Background: an optimization exercise with open tools, aiming at small area, a short achievable clock period and few clock cycles per item. Do not read the settings as production practice.
Where RTL was checked, it was by simulation tests only, not by an equivalence proof against the original.

==> trial 4 <==
==> flow/design.v <==
`timescale 1ns/10ps
module SVD (
    clk,
    rst,
    we,
    oe,
    data_i,
    element_sel,
    ready,
    data_o_UV,
    data_o_S
);
input                clk;
input                rst;
input                we;
input                oe;
input         [1:0]  element_sel;
input         [4:0]  data_i;
output reg           ready;
output        [7:0]  data_o_UV;
output        [6:0]  data_o_S;
localparam IDLE = 2'd0;
localparam BUSY = 2'd1;
localparam OUT  = 2'd2;
reg  [1:0] st;
reg  [4:0] cnt;       
reg  [1:0] q;         
reg        kodd;      
reg        nf0, nf1;  
reg  [4:0] lo;        
reg  signed [17:0] R0, R1, R2, R3;
reg  signed [10:0] A0, A1, A2, A3;
reg  signed [10:0] B0, B1, B2, B3;
wire [4:0] cn = (st == IDLE) ? 5'd0 : (cnt == 5'd31) ? 5'd31 : cnt + 5'd1;
wire [4:0] jn = cn - 5'd7;
reg        rot, c7, sg, sn1, uvg, u27, u29;
reg  [3:0] sh;
always @(posedge clk or negedge rst) begin
    if (!rst) begin
        rot <= 1'b0; c7 <= 1'b0; sg <= 1'b0; sn1 <= 1'b0; uvg <= 1'b0; u27 <= 1'b0; u29 <= 1'b0;
        sh <= 4'd0;
    end else begin
        rot <= (cn >= 5'd7) & (cn <= 5'd26);
        c7  <= (st != OUT) & (cn == 5'd7);
        sh  <= jn[4:1];
        sg  <= (cn >= 5'd27) & (cn <= 5'd30);
        sn1 <= (cn == 5'd29) | (cn == 5'd30);
        uvg <= (cn >= 5'd26) & (cn <= 5'd29);
        u27 <= (cn == 5'd27);
        u29 <= (cn == 5'd29);
    end
end
reg  nz;
always @(*) begin
    case (q)
        2'd0: nz = |R2;
        2'd1: nz = |R3;
        2'd2: nz = |R1;
        default: nz = |R0;
    endcase
end
wire en   = rot & nz;
reg  sa;
function [17:0] addsub18;
    input [17:0] x;
    input [17:0] y;
    input        sub;
    reg   [18:0] t;
    begin
        t = {x, 1'b1} + {y ^ {18{sub}}, sub};
        addsub18 = t[18:1];
    end
endfunction
function [10:0] addsub11;
    input [10:0] x;
    input [10:0] y;
    input        sub;
    reg   [11:0] t;
    begin
        t = {x, 1'b1} + {y ^ {11{sub}}, sub};
        addsub11 = t[11:1];
    end
endfunction
function [17:0] shr18;
    input [17:0] x;
    input [3:0]  n;
    reg   [17:0] f;
    begin
        f = $signed(x) >>> n[1:0];
        shr18 = n[3] ? {{8{f[17]}}, f[17:8]} : n[2] ? {{4{f[17]}}, f[17:4]} : f;
    end
endfunction
function [10:0] shr11;
    input [10:0] x;
    input [3:0]  n;
    reg   [10:0] f;
    begin
        f = $signed(x) >>> n[1:0];
        shr11 = n[3] ? {{8{f[10]}}, f[10:8]} : n[2] ? {{4{f[10]}}, f[10:4]} : f;
    end
endfunction
wire [17:0] y0_s = shr18(R2, sh);
wire [17:0] y2_s = shr18(R0, sh);
wire [17:0] y1_s = shr18(R3, sh);
wire [17:0] y3_s = shr18(R1, sh);
wire [17:0] y0 = y0_s & {18{en}};
wire [17:0] y2 = y2_s & {18{en}};
wire [17:0] a3v = {{2{data_i[4]}}, data_i[3:0], lo, 7'd0};
wire [17:0] y1 = (c7 ? a3v : y1_s) & {18{en}};
wire [17:0] x3 = c7 ? a3v : R3;
wire [17:0] y3 = y3_s & {18{en}};
wire [17:0] s0 = addsub18(R0, y0, sa);
wire [17:0] s2 = addsub18(R2, y2, ~sa);
wire [17:0] s1 = addsub18(R1, y1, sa);
wire [17:0] s3 = addsub18(x3, y3, ~sa);
wire [10:0] z0_s = shr11(A1, sh);
wire [10:0] z1_s = shr11(A0, sh);
wire [10:0] z2_s = shr11(A3, sh);
wire [10:0] z3_s = shr11(A2, sh);
wire [10:0] z0 = z0_s & {11{en}};
wire [10:0] z1 = z1_s & {11{en}};
wire [10:0] z2 = z2_s & {11{en}};
wire [10:0] z3 = z3_s & {11{en}};
wire [1:0] qn = q + 2'd1;
wire dn = (qn[0] ^ qn[1]) ? (s0[17] ^ s1[17]) : (s2[17] ^ s3[17]);
always @(posedge clk) sa <= dn ^ qn[1];
wire [10:0] u0 = addsub11(A0, z0, sa);
wire [10:0] u1 = addsub11(A1, z1, ~sa);
wire [10:0] u2 = addsub11(A2, z2, sa);
wire [10:0] u3 = addsub11(A3, z3, ~sa);
function [17:0] gainS;
    input [17:0] x;
    input        neg;
    reg   [26:0] xs;
    reg   [26:0] t;
    begin
        xs = {{9{x[17]}}, x};
        t = (xs << 8) - (xs << 6) - (xs << 2) - {17'd0, neg, 9'd0};
        gainS = t[26:9] ^ {18{neg}};
    end
endfunction
function [10:0] gainUV;
    input [10:0] x;
    input        neg;
    reg   [19:0] xs;
    reg   [19:0] t;
    begin
        xs = {{9{x[10]}}, x};
        t = (xs << 8) + (xs << 6) - (xs << 4) + (xs << 2) + xs - {10'd0, neg, 9'd0};
        gainUV = t[19:9] ^ {11{neg}};
    end
endfunction
wire sgain  = sg;
wire uvgain = uvg;
wire uvn0   = (u27 & nf0) | (u29 & nf1);
always @(posedge clk or negedge rst) begin
    if (!rst) begin
        st    <= IDLE;
        cnt   <= 5'd0;
        q     <= 2'd0;
        ready <= 1'b1;
        kodd  <= 1'b0;
    end else begin
        q <= (st == IDLE) ? 2'd1 : q + 2'd1;
        case (st)
            IDLE: begin
                cnt <= 5'd0;
                if (we) st <= BUSY;
            end
            BUSY: begin
                if (cnt != 5'd31) cnt <= cnt + 5'd1;
                if (cnt == 5'd0) ready <= 1'b0;
                if (cnt == 5'd28) ready <= 1'b1;
                kodd <= 1'b1;
                if (oe && cnt >= 5'd30) st <= OUT;
            end
            OUT: begin
                if (cnt != 5'd31) cnt <= cnt + 5'd1;
                kodd <= ~kodd;
                if (!kodd && element_sel == 2'd3) st <= IDLE;
            end
            default: st <= IDLE;
        endcase
    end
end
wire load = (st == BUSY) & ~cnt[4] & ~cnt[3];
wire [17:0] ldv = {{2{data_i[4]}}, data_i[3:0], lo, 7'd0};
wire ldR2 = load & (cnt[2:0] == 3'd1);
wire ldR3 = load & cnt[0] & (cnt[2] ^ cnt[1]);
wire ldI  = load & (cnt[2:0] == 3'd6);
always @(posedge clk) begin
    if (load & ~cnt[0]) lo <= data_i;
    if (uvg & ~u27 & ~u29 & ~sg) begin
        nf0 <= s2[17];
        nf1 <= s1[17];
    end
    R0 <= s2;
    R1 <= sgain ? gainS(R0, sn1 ? nf1 : nf0) : s0;
    R2 <= ldR2 ? ldv : s3;
    R3 <= ldR3 ? ldv : s1;
    if (ldI) begin
        A0 <= 11'd512; A1 <= 11'd0; A2 <= 11'd0; A3 <= 11'd512;
        B0 <= 11'd512; B1 <= 11'd0; B2 <= 11'd0; B3 <= 11'd512;
    end else begin
        A0 <= uvgain ? gainUV(B0, uvn0) : B0;
        A1 <= B1;
        A2 <= uvgain ? gainUV(B2, uvn0) : B2;
        A3 <= B3;
        B0 <= u1; B1 <= u0; B2 <= u3; B3 <= u2;
    end
end
wire [1:0] qx = (st == IDLE) ? 2'd1 : q + 2'd1;
wire       kn = (st == BUSY) ? 1'b1 : (st == OUT) ? ~kodd : kodd;
wire bkn = kn ? qx[0] : ~qx[0];
wire swn = kn ? (qx[0] ^ qx[1]) : qx[1];
reg [1:0] qs0, qs1, qs2, qs3, us0, us1, us2, us3;
always @(posedge clk) begin
    qs0 <= qx;
    qs1 <= qx + 2'd1;
    qs2 <= qx + 2'd3;
    qs3 <= qx + 2'd2;
    us0 <= {bkn, swn};
    us1 <= {bkn, ~swn};
    us2 <= {~bkn, swn};
    us3 <= {~bkn, ~swn};
end
wire outen = (st == OUT);
wire [6:0] H0 = {7{outen}} & (kodd ? R0[10:4] : R0[17:11]);
wire [6:0] H1 = {7{outen}} & (kodd ? R1[10:4] : R1[17:11]);
wire [6:0] H2 = {7{outen}} & (kodd ? R2[10:4] : R2[17:11]);
wire [6:0] H3 = {7{outen}} & (kodd ? R3[10:4] : R3[17:11]);
function [6:0] hp;
    input [1:0] p;
    input [6:0] h0, h1, h2, h3;
    case (p)
        2'd0: hp = h0;
        2'd1: hp = h1;
        2'd2: hp = h3;
        default: hp = h2;
    endcase
endfunction
wire [6:0] BS0 = hp(qs0, H0, H1, H2, H3);
wire [6:0] BS1 = hp(qs1, H0, H1, H2, H3);
wire [6:0] BS2 = hp(qs2, H0, H1, H2, H3);
wire [6:0] BS3 = hp(qs3, H0, H1, H2, H3);
function [7:0] uvb;
    input [1:0]  sel;
    input        en;
    input [10:0] v0, v1, v2, v3;
    reg   [10:0] v;
    begin
        case (sel)
            2'd0: v = v0;
            2'd1: v = v1;
            2'd2: v = v2;
            default: v = v3;
        endcase
        uvb = {8{en}} & v[10:3];
    end
endfunction
wire [7:0] BU0 = uvb(us0, outen, A0, A1, B0, B1);
wire [7:0] BU1 = uvb(us1, outen, A0, A1, B0, B1);
wire [7:0] BU2 = uvb(us2, outen, B2, B3, A2, A3);
wire [7:0] BU3 = uvb(us3, outen, B2, B3, A2, A3);
reg [6:0] os;
reg [7:0] ou;
always @(*) begin
    case (element_sel)
        2'd0: begin os = BS0; ou = BU0; end
        2'd1: begin os = BS1; ou = BU1; end
        2'd2: begin os = BS2; ou = BU2; end
        default: begin os = BS3; ou = BU3; end
    endcase
end
assign data_o_S  = os;
assign data_o_UV = ou;
endmodule
==> flow/run.sh <==
#!/bin/bash
# synth_recipe.tcl (not shown) runs the flow's synth.tcl, then flattens the netlist and writes it again
# the make line also repeats each setting of config.mk as NAME=value (left out here)
make -C /OpenROAD-flow-scripts/flow DESIGN_CONFIG=/design/flow/config.mk WORK_HOME=/design/flow/orfs CLKGATE_MAP_FILE= SYNTH_SCRIPT=/design/flow/synth_recipe.tcl finish
==> flow/config.mk <==
export PLATFORM = sky130hd
export DESIGN_NAME = SVD
export DESIGN_NICKNAME = SVD
export VERILOG_FILES = /design/flow/design.v
export SDC_FILE = /design/flow/constraint.sdc
export NUM_CORES = 4
export LEC_CHECK = 0
export CAP_MARGIN = 20
export CORE_MARGIN = 2
export CORE_UTILIZATION = 40
export SETUP_SLACK_MARGIN = 3.5
export SLEW_MARGIN = 20
==> flow/constraint.sdc <==
create_clock -name core_clock -period 8.0 [get_ports {clk}]
set_input_delay 1.6000 -clock core_clock [delete_from_list [all_inputs] [get_ports {clk}]]
set_output_delay 1.6000 -clock core_clock [all_outputs]
set_load 0.01 [all_outputs]
==> trial 86: changes against trial 4 <==
--- a/flow/design.v
+++ b/flow/design.v
@@ -35,13 +35,14 @@
 wire [4:0] jn = cn - 5'd7;
 reg        rot, c7, sg, sn1, uvg, u27, u29;
-reg  [3:0] sh;
+reg  [3:0] sh, shn;    
 always @(posedge clk or negedge rst) begin
     if (!rst) begin
         rot <= 1'b0; c7 <= 1'b0; sg <= 1'b0; sn1 <= 1'b0; uvg <= 1'b0; u27 <= 1'b0; u29 <= 1'b0;
-        sh <= 4'd0;
+        sh <= 4'd0; shn <= 4'hf;
     end else begin
         rot <= (cn >= 5'd7) & (cn <= 5'd26);
         c7  <= (st != OUT) & (cn == 5'd7);
         sh  <= jn[4:1];
+        shn <= ~jn[4:1];
         sg  <= (cn >= 5'd27) & (cn <= 5'd30);
         sn1 <= (cn == 5'd29) | (cn == 5'd30);
@@ -104,29 +105,23 @@
 wire [17:0] y1_s = shr18(R3, sh);
 wire [17:0] y3_s = shr18(R1, sh);
-wire [17:0] y0 = y0_s & {18{en}};
-wire [17:0] y2 = y2_s & {18{en}};
 wire [17:0] a3v = {{2{data_i[4]}}, data_i[3:0], lo, 7'd0};
-wire [17:0] y1 = (c7 ? a3v : y1_s) & {18{en}};
+wire [17:0] y1 = c7 ? a3v : y1_s;
 wire [17:0] x3 = c7 ? a3v : R3;
-wire [17:0] y3 = y3_s & {18{en}};
-wire [17:0] s0 = addsub18(R0, y0, sa);
-wire [17:0] s2 = addsub18(R2, y2, ~sa);
-wire [17:0] s1 = addsub18(R1, y1, sa);
-wire [17:0] s3 = addsub18(x3, y3, ~sa);
-wire [10:0] z0_s = shr11(A1, sh);
-wire [10:0] z1_s = shr11(A0, sh);
-wire [10:0] z2_s = shr11(A3, sh);
-wire [10:0] z3_s = shr11(A2, sh);
-wire [10:0] z0 = z0_s & {11{en}};
-wire [10:0] z1 = z1_s & {11{en}};
-wire [10:0] z2 = z2_s & {11{en}};
-wire [10:0] z3 = z3_s & {11{en}};
+wire [17:0] s0 = en ? addsub18(R0, y0_s, sa) : R0;
+wire [17:0] s2 = en ? addsub18(R2, y2_s, ~sa) : R2;
+wire [17:0] s1 = en ? addsub18(R1, y1, sa) : R1;
+wire [17:0] s3 = en ? addsub18(x3, y3_s, ~sa) : x3;
+wire [3:0]  shu = ~shn;
+wire [10:0] z0 = shr11(A1, shu);
+wire [10:0] z1 = shr11(A0, shu);
+wire [10:0] z2 = shr11(A3, shu);
+wire [10:0] z3 = shr11(A2, shu);
 wire [1:0] qn = q + 2'd1;
 wire dn = (qn[0] ^ qn[1]) ? (s0[17] ^ s1[17]) : (s2[17] ^ s3[17]);
 always @(posedge clk) sa <= dn ^ qn[1];
-wire [10:0] u0 = addsub11(A0, z0, sa);
-wire [10:0] u1 = addsub11(A1, z1, ~sa);
-wire [10:0] u2 = addsub11(A2, z2, sa);
-wire [10:0] u3 = addsub11(A3, z3, ~sa);
+wire [10:0] u0 = en ? addsub11(A0, z0, sa) : A0;
+wire [10:0] u1 = en ? addsub11(A1, z1, ~sa) : A1;
+wire [10:0] u2 = en ? addsub11(A2, z2, sa) : A2;
+wire [10:0] u3 = en ? addsub11(A3, z3, ~sa) : A3;
 function [17:0] gainS;
     input [17:0] x;
--- a/flow/config.mk
+++ b/flow/config.mk
@@ -6,7 +6,7 @@
 export NUM_CORES = 4
 export LEC_CHECK = 0
-export CAP_MARGIN = 20
+export CAP_MARGIN = 0
 export CORE_MARGIN = 2
 export CORE_UTILIZATION = 40
-export SETUP_SLACK_MARGIN = 3.5
-export SLEW_MARGIN = 20
+export SETUP_SLACK_MARGIN = 3.2
+export SLEW_MARGIN = 0
==> build 70: changes against trial 4 <==
--- a/flow/design.v
+++ b/flow/design.v
@@ -35,13 +35,14 @@
 wire [4:0] jn = cn - 5'd7;
 reg        rot, c7, sg, sn1, uvg, u27, u29;
-reg  [3:0] sh;
+reg  [3:0] sh, shn;    
 always @(posedge clk or negedge rst) begin
     if (!rst) begin
         rot <= 1'b0; c7 <= 1'b0; sg <= 1'b0; sn1 <= 1'b0; uvg <= 1'b0; u27 <= 1'b0; u29 <= 1'b0;
-        sh <= 4'd0;
+        sh <= 4'd0; shn <= 4'hf;
     end else begin
         rot <= (cn >= 5'd7) & (cn <= 5'd26);
         c7  <= (st != OUT) & (cn == 5'd7);
         sh  <= jn[4:1];
+        shn <= ~jn[4:1];
         sg  <= (cn >= 5'd27) & (cn <= 5'd30);
         sn1 <= (cn == 5'd29) | (cn == 5'd30);
@@ -104,29 +105,23 @@
 wire [17:0] y1_s = shr18(R3, sh);
 wire [17:0] y3_s = shr18(R1, sh);
-wire [17:0] y0 = y0_s & {18{en}};
-wire [17:0] y2 = y2_s & {18{en}};
 wire [17:0] a3v = {{2{data_i[4]}}, data_i[3:0], lo, 7'd0};
-wire [17:0] y1 = (c7 ? a3v : y1_s) & {18{en}};
+wire [17:0] y1 = c7 ? a3v : y1_s;
 wire [17:0] x3 = c7 ? a3v : R3;
-wire [17:0] y3 = y3_s & {18{en}};
-wire [17:0] s0 = addsub18(R0, y0, sa);
-wire [17:0] s2 = addsub18(R2, y2, ~sa);
-wire [17:0] s1 = addsub18(R1, y1, sa);
-wire [17:0] s3 = addsub18(x3, y3, ~sa);
-wire [10:0] z0_s = shr11(A1, sh);
-wire [10:0] z1_s = shr11(A0, sh);
-wire [10:0] z2_s = shr11(A3, sh);
-wire [10:0] z3_s = shr11(A2, sh);
-wire [10:0] z0 = z0_s & {11{en}};
-wire [10:0] z1 = z1_s & {11{en}};
-wire [10:0] z2 = z2_s & {11{en}};
-wire [10:0] z3 = z3_s & {11{en}};
+wire [17:0] s0 = en ? addsub18(R0, y0_s, sa) : R0;
+wire [17:0] s2 = en ? addsub18(R2, y2_s, ~sa) : R2;
+wire [17:0] s1 = en ? addsub18(R1, y1, sa) : R1;
+wire [17:0] s3 = en ? addsub18(x3, y3_s, ~sa) : x3;
+wire [3:0]  shu = ~shn;
+wire [10:0] z0 = shr11(A1, shu);
+wire [10:0] z1 = shr11(A0, shu);
+wire [10:0] z2 = shr11(A3, shu);
+wire [10:0] z3 = shr11(A2, shu);
 wire [1:0] qn = q + 2'd1;
 wire dn = (qn[0] ^ qn[1]) ? (s0[17] ^ s1[17]) : (s2[17] ^ s3[17]);
 always @(posedge clk) sa <= dn ^ qn[1];
-wire [10:0] u0 = addsub11(A0, z0, sa);
-wire [10:0] u1 = addsub11(A1, z1, ~sa);
-wire [10:0] u2 = addsub11(A2, z2, sa);
-wire [10:0] u3 = addsub11(A3, z3, ~sa);
+wire [10:0] u0 = en ? addsub11(A0, z0, sa) : A0;
+wire [10:0] u1 = en ? addsub11(A1, z1, ~sa) : A1;
+wire [10:0] u2 = en ? addsub11(A2, z2, sa) : A2;
+wire [10:0] u3 = en ? addsub11(A3, z3, ~sa) : A3;
 function [17:0] gainS;
     input [17:0] x;
@@ -263,15 +258,25 @@
 wire [7:0] BU2 = uvb(us2, outen, B2, B3, A2, A3);
 wire [7:0] BU3 = uvb(us3, outen, B2, B3, A2, A3);
-reg [6:0] os;
-reg [7:0] ou;
+SVD_omux omux (
+    .sel(element_sel),
+    .s0(BS0), .s1(BS1), .s2(BS2), .s3(BS3),
+    .u0(BU0), .u1(BU1), .u2(BU2), .u3(BU3),
+    .os(data_o_S), .ou(data_o_UV)
+);
+endmodule
+module SVD_omux (
+    input      [1:0] sel,
+    input      [6:0] s0, s1, s2, s3,
+    input      [7:0] u0, u1, u2, u3,
+    output reg [6:0] os,
+    output reg [7:0] ou
+);
 always @(*) begin
-    case (element_sel)
-        2'd0: begin os = BS0; ou = BU0; end
-        2'd1: begin os = BS1; ou = BU1; end
-        2'd2: begin os = BS2; ou = BU2; end
-        default: begin os = BS3; ou = BU3; end
+    case (sel)
+        2'd0: begin os = s0; ou = u0; end
+        2'd1: begin os = s1; ou = u1; end
+        2'd2: begin os = s2; ou = u2; end
+        default: begin os = s3; ou = u3; end
     endcase
 end
-assign data_o_S  = os;
-assign data_o_UV = ou;
 endmodule
--- a/flow/config.mk
+++ b/flow/config.mk
@@ -9,4 +9,5 @@
 export CORE_MARGIN = 2
 export CORE_UTILIZATION = 40
-export SETUP_SLACK_MARGIN = 3.5
+export SETUP_SLACK_MARGIN = 3.4
 export SLEW_MARGIN = 20
+export SYNTH_HIERARCHICAL = 1
==> trial 7: changes against trial 4 <==
--- a/flow/design.v
+++ b/flow/design.v
@@ -35,13 +35,14 @@
 wire [4:0] jn = cn - 5'd7;
 reg        rot, c7, sg, sn1, uvg, u27, u29;
-reg  [3:0] sh;
+reg  [3:0] sh, shn;    
 always @(posedge clk or negedge rst) begin
     if (!rst) begin
         rot <= 1'b0; c7 <= 1'b0; sg <= 1'b0; sn1 <= 1'b0; uvg <= 1'b0; u27 <= 1'b0; u29 <= 1'b0;
-        sh <= 4'd0;
+        sh <= 4'd0; shn <= 4'hf;
     end else begin
         rot <= (cn >= 5'd7) & (cn <= 5'd26);
         c7  <= (st != OUT) & (cn == 5'd7);
         sh  <= jn[4:1];
+        shn <= ~jn[4:1];
         sg  <= (cn >= 5'd27) & (cn <= 5'd30);
         sn1 <= (cn == 5'd29) | (cn == 5'd30);
@@ -51,11 +52,16 @@
     end
 end
+wire zr0, zr1, zr2, zr3;
+SVD_zero18 zd0 (.a(R0), .z(zr0));
+SVD_zero18 zd1 (.a(R1), .z(zr1));
+SVD_zero18 zd2 (.a(R2), .z(zr2));
+SVD_zero18 zd3 (.a(R3), .z(zr3));
 reg  nz;
 always @(*) begin
     case (q)
-        2'd0: nz = |R2;
-        2'd1: nz = |R3;
-        2'd2: nz = |R1;
-        default: nz = |R0;
+        2'd0: nz = ~zr2;
+        2'd1: nz = ~zr3;
+        2'd2: nz = ~zr1;
+        default: nz = ~zr0;
     endcase
 end
@@ -104,38 +110,41 @@
 wire [17:0] y1_s = shr18(R3, sh);
 wire [17:0] y3_s = shr18(R1, sh);
-wire [17:0] y0 = y0_s & {18{en}};
-wire [17:0] y2 = y2_s & {18{en}};
 wire [17:0] a3v = {{2{data_i[4]}}, data_i[3:0], lo, 7'd0};
-wire [17:0] y1 = (c7 ? a3v : y1_s) & {18{en}};
+wire [17:0] y1 = c7 ? a3v : y1_s;
 wire [17:0] x3 = c7 ? a3v : R3;
-wire [17:0] y3 = y3_s & {18{en}};
-wire [17:0] s0 = addsub18(R0, y0, sa);
-wire [17:0] s2 = addsub18(R2, y2, ~sa);
-wire [17:0] s1 = addsub18(R1, y1, sa);
-wire [17:0] s3 = addsub18(x3, y3, ~sa);
-wire [10:0] z0_s = shr11(A1, sh);
-wire [10:0] z1_s = shr11(A0, sh);
-wire [10:0] z2_s = shr11(A3, sh);
-wire [10:0] z3_s = shr11(A2, sh);
-wire [10:0] z0 = z0_s & {11{en}};
-wire [10:0] z1 = z1_s & {11{en}};
-wire [10:0] z2 = z2_s & {11{en}};
-wire [10:0] z3 = z3_s & {11{en}};
+wire [17:0] s0, s1, s2, s3;
+SVD_as18 as0 (.x(R0), .y(y0_s & {18{en}}), .sub(sa),  .s(s0));
+SVD_as18 as2 (.x(R2), .y(y2_s & {18{en}}), .sub(~sa), .s(s2));
+SVD_as18 as1 (.x(R1), .y(y1 & {18{en}}),   .sub(sa),  .s(s1));
+SVD_as18 as3 (.x(x3), .y(y3_s & {18{en}}), .sub(~sa), .s(s3));
+wire [3:0]  shu = ~shn;
+wire [10:0] z0 = shr11(A1, shu);
+wire [10:0] z1 = shr11(A0, shu);
+wire [10:0] z2 = shr11(A3, shu);
+wire [10:0] z3 = shr11(A2, shu);
 wire [1:0] qn = q + 2'd1;
 wire dn = (qn[0] ^ qn[1]) ? (s0[17] ^ s1[17]) : (s2[17] ^ s3[17]);
 always @(posedge clk) sa <= dn ^ qn[1];
-wire [10:0] u0 = addsub11(A0, z0, sa);
-wire [10:0] u1 = addsub11(A1, z1, ~sa);
-wire [10:0] u2 = addsub11(A2, z2, sa);
-wire [10:0] u3 = addsub11(A3, z3, ~sa);
+wire [10:0] u0, u1, u2, u3;
+SVD_as11 au0 (.x(A0), .y(z0 & {11{en}}), .sub(sa),  .s(u0));
+SVD_as11 au1 (.x(A1), .y(z1 & {11{en}}), .sub(~sa), .s(u1));
+SVD_as11 au2 (.x(A2), .y(z2 & {11{en}}), .sub(sa),  .s(u2));
+SVD_as11 au3 (.x(A3), .y(z3 & {11{en}}), .sub(~sa), .s(u3));
 function [17:0] gainS;
     input [17:0] x;
     input        neg;
-    reg   [26:0] xs;
-    reg   [26:0] t;
-    begin
-        xs = {{9{x[17]}}, x};
-        t = (xs << 8) - (xs << 6) - (xs << 2) - {17'd0, neg, 9'd0};
-        gainS = t[26:9] ^ {18{neg}};
+    reg   [24:0] xs, a, b, c, k, s1, c1, s2, c2, t;
+    begin
+        xs = {{7{x[17]}}, x};
+        a  = xs << 6;
+        b  = ~(xs << 4);
+        c  = ~xs;
+        k  = neg ? 25'h1ffff82 : 25'h0000002;
+        s1 = a ^ b ^ c;
+        c1 = {(a[23:0] & b[23:0]) | (a[23:0] & c[23:0]) | (b[23:0] & c[23:0]), 1'b0};
+        s2 = s1 ^ c1 ^ k;
+        c2 = {(s1[23:0] & c1[23:0]) | (s1[23:0] & k[23:0]) | (c1[23:0] & k[23:0]), 1'b0};
+        t  = s2 + c2;
+        gainS = t[24:7] ^ {18{neg}};
     end
 endfunction
@@ -210,19 +219,14 @@
     end
 end
-wire [1:0] qx = (st == IDLE) ? 2'd1 : q + 2'd1;
-wire       kn = (st == BUSY) ? 1'b1 : (st == OUT) ? ~kodd : kodd;
-wire bkn = kn ? qx[0] : ~qx[0];
-wire swn = kn ? (qx[0] ^ qx[1]) : qx[1];
-reg [1:0] qs0, qs1, qs2, qs3, us0, us1, us2, us3;
-always @(posedge clk) begin
-    qs0 <= qx;
-    qs1 <= qx + 2'd1;
-    qs2 <= qx + 2'd3;
-    qs3 <= qx + 2'd2;
-    us0 <= {bkn, swn};
-    us1 <= {bkn, ~swn};
-    us2 <= {~bkn, swn};
-    us3 <= {~bkn, ~swn};
-end
+wire bkB = kodd ? q[0] : ~q[0];
+wire swp = kodd ? (q[0] ^ q[1]) : q[1];
+wire [1:0] qs0 = q;
+wire [1:0] qs1 = q + 2'd1;
+wire [1:0] qs2 = q + 2'd3;
+wire [1:0] qs3 = q + 2'd2;
+wire [1:0] us0 = {bkB, swp};
+wire [1:0] us1 = {bkB, ~swp};
+wire [1:0] us2 = {~bkB, swp};
+wire [1:0] us3 = {~bkB, ~swp};
 wire outen = (st == OUT);
 wire [6:0] H0 = {7{outen}} & (kodd ? R0[10:4] : R0[17:11]);
@@ -263,15 +267,49 @@
 wire [7:0] BU2 = uvb(us2, outen, B2, B3, A2, A3);
 wire [7:0] BU3 = uvb(us3, outen, B2, B3, A2, A3);
-reg [6:0] os;
-reg [7:0] ou;
+SVD_omux omux (
+    .sel(element_sel),
+    .s0(BS0), .s1(BS1), .s2(BS2), .s3(BS3),
+    .u0(BU0), .u1(BU1), .u2(BU2), .u3(BU3),
+    .os(data_o_S), .ou(data_o_UV)
+);
+endmodule
+module SVD_omux (
+    input      [1:0] sel,
+    input      [6:0] s0, s1, s2, s3,
+    input      [7:0] u0, u1, u2, u3,
+    output reg [6:0] os,
+    output reg [7:0] ou
+);
 always @(*) begin
-    case (element_sel)
-        2'd0: begin os = BS0; ou = BU0; end
-        2'd1: begin os = BS1; ou = BU1; end
-        2'd2: begin os = BS2; ou = BU2; end
-        default: begin os = BS3; ou = BU3; end
+    case (sel)
+        2'd0: begin os = s0; ou = u0; end
+        2'd1: begin os = s1; ou = u1; end
+        2'd2: begin os = s2; ou = u2; end
+        default: begin os = s3; ou = u3; end
     endcase
 end
-assign data_o_S  = os;
-assign data_o_UV = ou;
-endmodule
+endmodule
+module SVD_zero18 (
+    input  [17:0] a,
+    output        z
+);
+assign z = ~|a;
+endmodule
+module SVD_as18 (
+    input  [17:0] x,
+    input  [17:0] y,
+    input         sub,
+    output [17:0] s
+);
+wire [18:0] t = {x, 1'b1} + {y ^ {18{sub}}, sub};
+assign s = t[18:1];
+endmodule
+module SVD_as11 (
+    input  [10:0] x,
+    input  [10:0] y,
+    input         sub,
+    output [10:0] s
+);
+wire [11:0] t = {x, 1'b1} + {y ^ {11{sub}}, sub};
+assign s = t[11:1];
+endmodule
--- a/flow/config.mk
+++ b/flow/config.mk
@@ -11,2 +11,3 @@
 export SETUP_SLACK_MARGIN = 3.5
 export SLEW_MARGIN = 20
+export SYNTH_HIERARCHICAL = 1
==> comparison <==
- The highest utilization belongs to trial 4, the lowest to trial 86.
- Between trial 7 and trial 4, the lower flip-flop and latch count is in trial 7 (gap 6).
- In trial 86 the non-clock buffer count is lower than in build 70, by 36.
- Worst hold slack, highest first: trial 7, build 70, trial 4, trial 86.
- Global-route usage: build 70 < trial 7 < trial 86 < trial 4.
- Sequential share of layout area: trial 86 is higher than trial 4 (0.67 points).
- Register-to-register slack, lowest first: trial 4, trial 86, build 70, trial 7.
- Synthesized cell count, lowest first: trial 4, build 70, trial 7, trial 86.
Testbench counts of trial 86, summed over its fixed seeds: cycles 7,680, items 192.
For trial 4, build 70 and trial 7, only the layout was checked, not whether the RTL still works.

-- port drivers added, routing unchanged --
How much do the figures lean on ideal ports? The routed layouts below were timed once more, with nothing changed but the port constraints.
Step 1, drivers: a clkbuf_16 drives clk and a buf_2 each remaining input, both assumed.
Step 2 also shifts input and output timing later by t, the mid clock arrival at the registers, as if the neighbouring blocks saw the same clock.
Slacks: ideal / step 1 / step 2; pairs: ideal / step 1.
| run | shift t [ns] | setup slack, ns | slew at the worst register clock pin (ns) | worst data-port slew with drivers (ns) |
|---|---|---|---|---|
| trial 4 | 0.548 | 2.955 / 2.955 / 2.955 | 0.09 / 0.09 | 0.11 |
| trial 86 | 0.620 | 3.244 / 3.180 / 2.884 | 0.07 / 0.07 | 0.03 |
| build 70 | 0.623 | 3.392 / 3.333 / 3.014 | 0.07 / 0.07 | 0.05 |
| trial 7 | 0.548 | 3.456 / 3.398 / 3.359 | 0.08 / 0.08 | 0.03 |
After both steps setup and hold are still met in every run listed. For build 70, which loses most, drivers alone change the setup slack by -0.059 ns; drivers and shift together by -0.378 ns.
